What follows belongs to an exercise in optimizing a design on an open flow for small area; a production flow would make more cautious choices.
Where RTL was checked, it was by simulation tests only, not by an equivalence proof against the original.
Power and IR drop assume default switching activity.

==> flow/design.v <==
module fpu(
    input  logic [31:0] op_A_in,
    input  logic [31:0] op_B_in,
    input  logic clock100KHz,
    input  logic reset,
    output logic [31:0] data_out,
    output logic [3:0]  status_out
);
    function automatic logic [6:0] add6(input logic [5:0] a, input logic [5:0] b, input logic ci);
        logic [6:0] s;
        logic       c;
        c = ci;
        for (int n = 0; n < 6; n++) begin
            s[n] = a[n] ^ b[n] ^ c;
            c    = (a[n] & b[n]) | (c & (a[n] ^ b[n]));
        end
        s[6] = c;
        add6 = s;
    endfunction
    function automatic logic [4:0] inc26(input logic [4:0] a);
        inc26 = (a[4] & a[3] & a[0]) ? 5'd0 : a + 5'd1;
    endfunction
    logic        sA, sB;
    logic [5:0]  eA, eB;
    logic [31:0] mA, mB;
    assign sA = op_A_in[31];
    assign eA = op_A_in[30:25];
    assign mA = {6'd0, eA != 6'd0, op_A_in[24:0]};
    assign sB = op_B_in[31];
    assign eB = op_B_in[30:25];
    assign mB = {6'd0, eB != 6'd0, op_B_in[24:0]};
    logic [6:0] x;
    logic       bt, big;
    logic [5:0] y;
    assign x   = add6(eB, ~eA, 1'b0);
    assign bt  = x[6];
    assign y   = bt ? x[5:0] : ~x[5:0];
    assign big = y[5] | (y[4] & y[3] & (y[2] | y[1] | (y[0] & bt)));
    logic bl;
    assign bl = bt;
    logic [5:0] eL;
    assign eL = bl ? eB : eA;
    logic sub;
    assign sub = sA ^ sB;
    logic [4:0] i;
    always_ff @(posedge clock100KHz or negedge reset)
        if (!reset) i <= 5'd0;
        else        i <= inc26(i);
    logic first, last;
    assign first = (i == 5'd0);
    assign last  = i[4] & i[3] & i[0];    
    logic [4:0] j;
    logic       jw, wrap;
    always_ff @(posedge clock100KHz) begin
        if ((bt && i == 5'd24) || (!bt && last)) j <= big ? 5'd0 : y[4:0];
        else                                     j <= inc26(j);
        jw <= ~last & (jw | (j[4] & j[3] & j[0]));
    end
    assign wrap = jw | big;
    logic [4:0] iA, iB;
    logic       bA, bB, lb, sb, sbit, stk;
    assign iA = bl ? j : i;
    assign iB = bl ? i : j;
    assign bA = mA[iA];
    assign bB = mB[iB];
    assign lb = bl ? bB : bA;
    assign sb = bl ? bA : bB;
    assign sbit = sb & ~wrap;
    assign stk  = sb & wrap;
    logic cy, cin, s, cyn, t26;
    assign cin = first ? 1'b0 : cy;
    assign s   = lb ^ sbit ^ cin;
    assign cyn = (cin & ((lb ^ sub) | sbit)) | ((lb ^ sub) & sbit);
    assign t26 = ~sub & cyn;
    always_ff @(posedge clock100KHz)
        cy <= cyn;
    logic seen, sn, tn;
    assign sn = first ? 1'b0 : seen;
    assign tn = s ^ sn;
    always_ff @(posedge clock100KHz)
        seen <= sn | s;
    logic [4:0] p;
    logic       nz, st, ng, spc;
    assign nz = ~(p == 5'd31);           
    logic t;
    assign t = ng ? tn : s;
    logic [5:0] pm;
    logic [6:0] er7;
    logic       ovf, unf, kill;
    assign pm   = {1'b0, p} - 6'd25;
    assign er7  = add6(eL, pm, spc);
    assign ovf  = nz & ((eL == 6'd63) | (p == 5'd26 & eL == 6'd62));
    assign unf  = nz & pm[5] & ~er7[6];
    assign kill = ovf | unf;
    logic [4:0] pp_acc, pp_nxt, pn_acc, pn_nxt, p_new;
    logic       st_acc, st_nxt, k0;
    assign pp_nxt = s  ? i : first ? 5'd31 : pp_acc;
    assign pn_nxt = tn ? i : first ? 5'd31 : pn_acc;
    assign p_new  = t26 ? 5'd26 : (sub & cyn) ? pn_nxt : pp_nxt;
    assign st_nxt = (first ? 1'b0 : st_acc) | stk | (k0 & t);
    always_ff @(posedge clock100KHz) begin
        pp_acc <= pp_nxt;
        pn_acc <= pn_nxt;
        st_acc <= st_nxt;
    end
    always_ff @(posedge clock100KHz)
        if (last) begin
            ng <= sub & cyn;
            p  <= p_new;
            st <= st_nxt;
        end
    logic [4:0] k;
    assign k0 = (k == 5'd0);
    always_ff @(posedge clock100KHz)
        if (last) k <= (p_new[4] & p_new[3] & p_new[1]) ? 5'd25 : 5'd25 - p_new;    
        else      k <= inc26(k);
    logic rc, ceff;
    assign ceff = first ? 1'b0 : rc;
    always_ff @(posedge clock100KHz)
        rc <= k0 ? t : (ceff & t);
    logic [24:1] f;
    logic        spc_now, pend;
    assign spc_now = ceff & ~t;
    always_ff @(posedge clock100KHz) begin
        for (int n = 1; n < 23; n++)
            if (k == n) f[n] <= (t ^ ceff) & ~kill;
        pend <= t ^ ceff;
        if (k == 5'd24) begin
            f[23] <= (pend | spc_now) & ~kill;
            f[24] <= t & ~ceff & ~kill;
            spc   <= spc_now;
        end
    end
    logic sr;
    assign sr = (ng ^ bl) ? sB : sA;
    assign data_out   = {sr & ~kill, (nz & ~kill) ? er7[5:0] : 6'd0, f, 1'b0};
    assign status_out = ovf ? 4'b0100 : unf ? 4'b1000 : st ? 4'b0010 : 4'b0001;
endmodule
export LEC_CHECK = 0
export ABC_AREA = 1
export CAP_MARGIN = 20
export CORE_MARGIN = 2
export CORE_UTILIZATION = 40
export SLEW_MARGIN = 20
create_clock -name core_clock -period 10.0 [get_ports {clock100KHz}]
standard.sh (not shown) runs the stock make flow with config.mk's settings and CLKGATE_MAP_FILE= SYNTH_SCRIPT=/design/flow/synth_recipe.tcl, a recipe that flattens the netlist after the stock synthesis.
==> flow/flow/run.sh <==
#!/bin/bash
set -euo pipefail
rm -rf scripts
cp -r "$FLOW_HOME/scripts" scripts
cp flow/abc_area.script scripts/abc_area.script
export SCRIPTS_DIR="$PWD/scripts"
export BUFFER_PORTS_ARGS="-buffer_cell sky130_fd_sc_hd__buf_1"
export CTS_ARGS="-sink_clustering_enable -repair_clock_nets -buf_list sky130_fd_sc_hd__clkbuf_8 -root_buf sky130_fd_sc_hd__clkbuf_8 -dont_use_dummy_load"
bash standard.sh > standard.log 2>&1
==> flow/flow/abc_area.script <==
strash; dc2; dch -f; amap -m; topo
The first run ran to the end with no violations.
Change:
--- a/flow/design.v
+++ b/flow/design.v
@@ -37,7 +37,8 @@
     assign y   = bt ? x[5:0] : ~x[5:0];
     assign big = y[5] | (y[4] & y[3] & (y[2] | y[1] | (y[0] & bt)));
     logic bl;
-    assign bl = bt;
+    always_ff @(posedge clock100KHz)
+        bl <= bt;
     logic [5:0] eL;
     assign eL = bl ? eB : eA;
     logic sub;
The new run went through all stages and came out clean.
Cell count came out higher by about 0.3%.
Design area stays flat.
Combinational power decreases by about 7.5%.
Global-route usage hardly moves.
Non-clock buffer count shrinks by 5.
Register-to-register slack loses 1500 ps.
Worst setup slack gets better by 1600 ps.
Clock skew falls by 8.3 ps.
Wire length fell by about 1%.
Clock power is about the same.
Critical path depth went down by 10.
Hold slack is worse by 8.2 ps.
First-iteration DRC count rose by about 50%.
Synthesized cell count increases by 0.99%.
Function not checked in the first run of this note: the RTL went through the layout flow alone.

== run 1 ==
fpu, a different RTL version from the one above (not shown whole).
For scale: ~100 I/O pins.
==> module fpu, before the edit <==
module fpu(
    input  logic [31:0] op_A_in,
    input  logic [31:0] op_B_in,
    input  logic clock100KHz,
    input  logic reset,
    output logic [31:0] data_out,
    output logic [3:0]  status_out
);
    function automatic logic [6:0] add6(input logic [5:0] a, input logic [5:0] b, input logic ci);
        logic [6:0] s;
        logic       c;
        c = ci;
        for (int n = 0; n < 6; n++) begin
            s[n] = a[n] ^ b[n] ^ c;
            c    = (a[n] & b[n]) | (c & (a[n] ^ b[n]));
        end
        s[6] = c;
        add6 = s;
    endfunction
    function automatic logic [4:0] inc26(input logic [4:0] a);
        inc26 = (a[4] & a[3] & a[0]) ? 5'd0 : a + 5'd1;
    endfunction
    logic        sA, sB;
    logic [5:0]  eA, eB;
    logic [31:0] mA, mB;
    assign sA = op_A_in[31];
    assign eA = op_A_in[30:25];
    assign mA = {6'd0, eA != 6'd0, op_A_in[24:0]};
    assign sB = op_B_in[31];
    assign eB = op_B_in[30:25];
    assign mB = {6'd0, eB != 6'd0, op_B_in[24:0]};
    logic [6:0] x;
    logic       bt, big;
    logic [5:0] y;
    assign x   = add6(eB, ~eA, 1'b0);
    assign bt  = x[6];
    assign y   = bt ? x[5:0] : ~x[5:0];
    assign big = y[5] | (y[4] & y[3] & (y[2] | y[1] | (y[0] & bt)));
    logic bl;
    always_ff @(posedge clock100KHz)
        bl <= bt;
    logic [5:0] eL;
    assign eL = bl ? eB : eA;
    logic sub;
    assign sub = sA ^ sB;
    logic [4:0] i;
    always_ff @(posedge clock100KHz or negedge reset)
        if (!reset) i <= 5'd0;
        else        i <= inc26(i);
    logic first, last;
    assign first = (i == 5'd0);
    assign last  = i[4] & i[3] & i[0];    
    logic [4:0] j;
    logic       jw, wrap;
    always_ff @(posedge clock100KHz) begin
        if ((bt && i == 5'd24) || (!bt && last)) j <= big ? 5'd0 : y[4:0];
        else                                     j <= inc26(j);
        jw <= ~last & (jw | (j[4] & j[3] & j[0]));
    end
    assign wrap = jw | big;
    logic [4:0] iA, iB;
    logic       bA, bB, lb, sb, sbit, stk;
    assign iA = bl ? j : i;
    assign iB = bl ? i : j;
    assign bA = mA[iA];
    assign bB = mB[iB];
    assign lb = bl ? bB : bA;
    assign sb = bl ? bA : bB;
    assign sbit = sb & ~wrap;
    assign stk  = sb & wrap;
    logic cy, cin, s, cyn, t26;
    assign cin = first ? 1'b0 : cy;
    assign s   = lb ^ sbit ^ cin;
    assign cyn = (cin & ((lb ^ sub) | sbit)) | ((lb ^ sub) & sbit);
    assign t26 = ~sub & cyn;
    always_ff @(posedge clock100KHz)
        cy <= cyn;
    logic seen, sn, tn;
    assign sn = first ? 1'b0 : seen;
    assign tn = s ^ sn;
    always_ff @(posedge clock100KHz)
        seen <= sn | s;
    logic [4:0] off;
    logic       nz, rs, st, ng, spc;
    assign nz = ~(off == 5'd26);
    assign rs = (off == 5'd31);
    logic t;
    assign t = ng ? tn : s;
    logic [5:0] v;
    logic [6:0] er7;
    logic       ovf, unf, kill;
    assign v    = spc ? {5'd0, off[0]} : ~{off[4] & rs, off};
    assign er7  = add6(eL, v, 1'b1);
    assign ovf  = nz & ((eL == 6'd63) | (rs & eL == 6'd62));
    assign unf  = nz & ~rs & ~spc & ~er7[6];
    assign kill = ovf | unf;
    logic [4:0] zp_acc, zp_nxt, zn_acc, zn_nxt, off_new;
    logic       st_acc, st_nxt, k0;
    assign zp_nxt  = s  ? 5'd0 : first ? 5'd1 : zp_acc + 5'd1;
    assign zn_nxt  = tn ? 5'd0 : first ? 5'd1 : zn_acc + 5'd1;
    assign off_new = t26 ? 5'd31 : (sub & cyn) ? zn_nxt : zp_nxt;
    assign st_nxt = (first ? 1'b0 : st_acc) | stk | (k0 & t);
    always_ff @(posedge clock100KHz) begin
        zp_acc <= zp_nxt;
        zn_acc <= zn_nxt;
        st_acc <= st_nxt;
    end
    always_ff @(posedge clock100KHz)
        if (last) begin
            ng <= sub & cyn;
            off <= off_new;
            st <= st_nxt;
        end
    logic [4:0] k;
    assign k0 = (k == 5'd0);
    always_ff @(posedge clock100KHz)
        if (last) k <= (off_new[4] & off_new[3] & off_new[1]) ? 5'd25 : off_new;    
        else      k <= inc26(k);
    logic rc, ceff;
    assign ceff = first ? 1'b0 : rc;
    always_ff @(posedge clock100KHz)
        rc <= k0 ? t : (ceff & t);
    logic [24:1] f;
    logic        spc_now, pend;
    assign spc_now = ceff & ~t;
    always_ff @(posedge clock100KHz) begin
        for (int n = 1; n < 23; n++)
            if (k == n) f[n] <= (t ^ ceff) & ~kill;
        pend <= t ^ ceff;
        if (k == 5'd24) begin
            f[23] <= (pend | spc_now) & ~kill;
            f[24] <= t & ~ceff & ~kill;
            spc   <= spc_now;
        end
    end
    logic sr;
    assign sr = (ng ^ bl) ? sB : sA;
    assign data_out   = {sr & ~kill, (nz & ~kill) ? er7[5:0] : 6'd0, f, 1'b0};
    assign status_out = ovf ? 4'b0100 : unf ? 4'b1000 : st ? 4'b0010 : 4'b0001;
endmodule
export LEC_CHECK = 0
export ABC_AREA = 1
export CAP_MARGIN = 20
export CORE_MARGIN = 2
export CORE_UTILIZATION = 60
export SLEW_MARGIN = 20
create_clock -name core_clock -period 10.0 [get_ports {clock100KHz}]
==> flow/flow/run.sh <==
#!/bin/bash
set -euo pipefail
rm -rf scripts
cp -r "$FLOW_HOME/scripts" scripts
cp flow/abc_area.script scripts/abc_area.script
export SCRIPTS_DIR="$PWD/scripts"
export BUFFER_PORTS_ARGS="-buffer_cell sky130_fd_sc_hd__buf_1"
export CTS_ARGS="-sink_clustering_enable -repair_clock_nets -buf_list sky130_fd_sc_hd__clkbuf_4 -root_buf sky130_fd_sc_hd__clkbuf_4 -dont_use_dummy_load"
bash standard.sh > standard.log 2>&1
Scripts as last shown in full above: flow/flow/abc_area.script
The following lists how run 2 was set up differently from run 1:
diff --git a/flow/design.v b/flow/design.v
--- a/flow/design.v
+++ b/flow/design.v
@@ -112,9 +112,10 @@
             st <= st_nxt;
         end
-    logic [4:0] k;
+    logic [4:0] k, ko;
+    logic [6:0] ks;
     assign k0 = (k == 5'd0);
-    always_ff @(posedge clock100KHz)
-        if (last) k <= (off_new[4] & off_new[3] & off_new[1]) ? 5'd25 : off_new;    
-        else      k <= inc26(k);
+    assign ko = (off[4] & off[3] & off[1]) ? 5'd25 : off;    
+    assign ks = add6({1'b0, i}, {1'b0, ko}, 1'b0);
+    assign k  = (ks[5] | (ks[4] & ks[3] & (ks[2] | ks[1]))) ? ks[4:0] + 5'd6 : ks[4:0];
     logic rc, ceff;
     assign ceff = first ? 1'b0 : rc;
--- outcome ---
Synthesized net count essentially unchanged between run 2 and run 1.
Per the comparison of run 2 with run 1, final weighted congestion of routability-driven global placement lower, period utilization down 2.2 points.
Relative to run 1, area of the die has decreased by 81 um2 in run 2.
Taking run 1 as the reference, in run 2 final instance count without filler cells dropped 2, flip-flop and latch count after synthesis dropped 5, global-route usage dropped 1.1 points.
Run 2 vs. run 1: gate count of the mapped netlist went down by 0.75%.
On run 2: post-layout utilization of the core is 0.24 points lower than what run 1 gave.
Against run 1 as the reference, run 2 delivers a lower time the final worst path needs with I/O delays and setup.
Actual transition at the worst max-transition pin (run 2 over run 1): decrease, 0.15 ns
Run 2 vs. run 1: mean post-synth cell area moved down; relative contribution of the clock network to total power climbed 2.9 points.

-- afterwards: timing with drivers on the ports --
How much do the figures lean on ideal ports? The routed layouts below were timed once more, with nothing changed but the port constraints.
Step 1, drivers: a clkbuf_16 drives clock100KHz and a buf_2 each remaining input, both assumed.
Step 2, shift: input delay + t, output delay - t, t = (earliest + latest rising clock arrival at the registers) / 2. This alone moves slack from input paths to output paths.
Slacks: ideal / step 1 / step 2; pairs: ideal / step 1.
run | t (ns) | slack for setup (ns) | worst slew at a driven data input, ns | cell pins on the clock port's net
the first run of note 1 | 0.358 | 0.586 / 0.560 / 0.560 | 0.04 | 1
the second run of note 1 | 0.362 | 2.229 / 2.206 / 2.135 | 0.03 | 1
run 1 | 0.419 | 2.123 / 2.104 / 2.104 | 0.04 | 1
run 2 | 0.410 | 2.340 / 2.321 / 2.173 | 0.04 | 1
After both steps setup and hold are still met in every run listed. The setup slack of run 2, which loses most, moves by -0.019 ns with the drivers and by -0.167 ns with both steps.
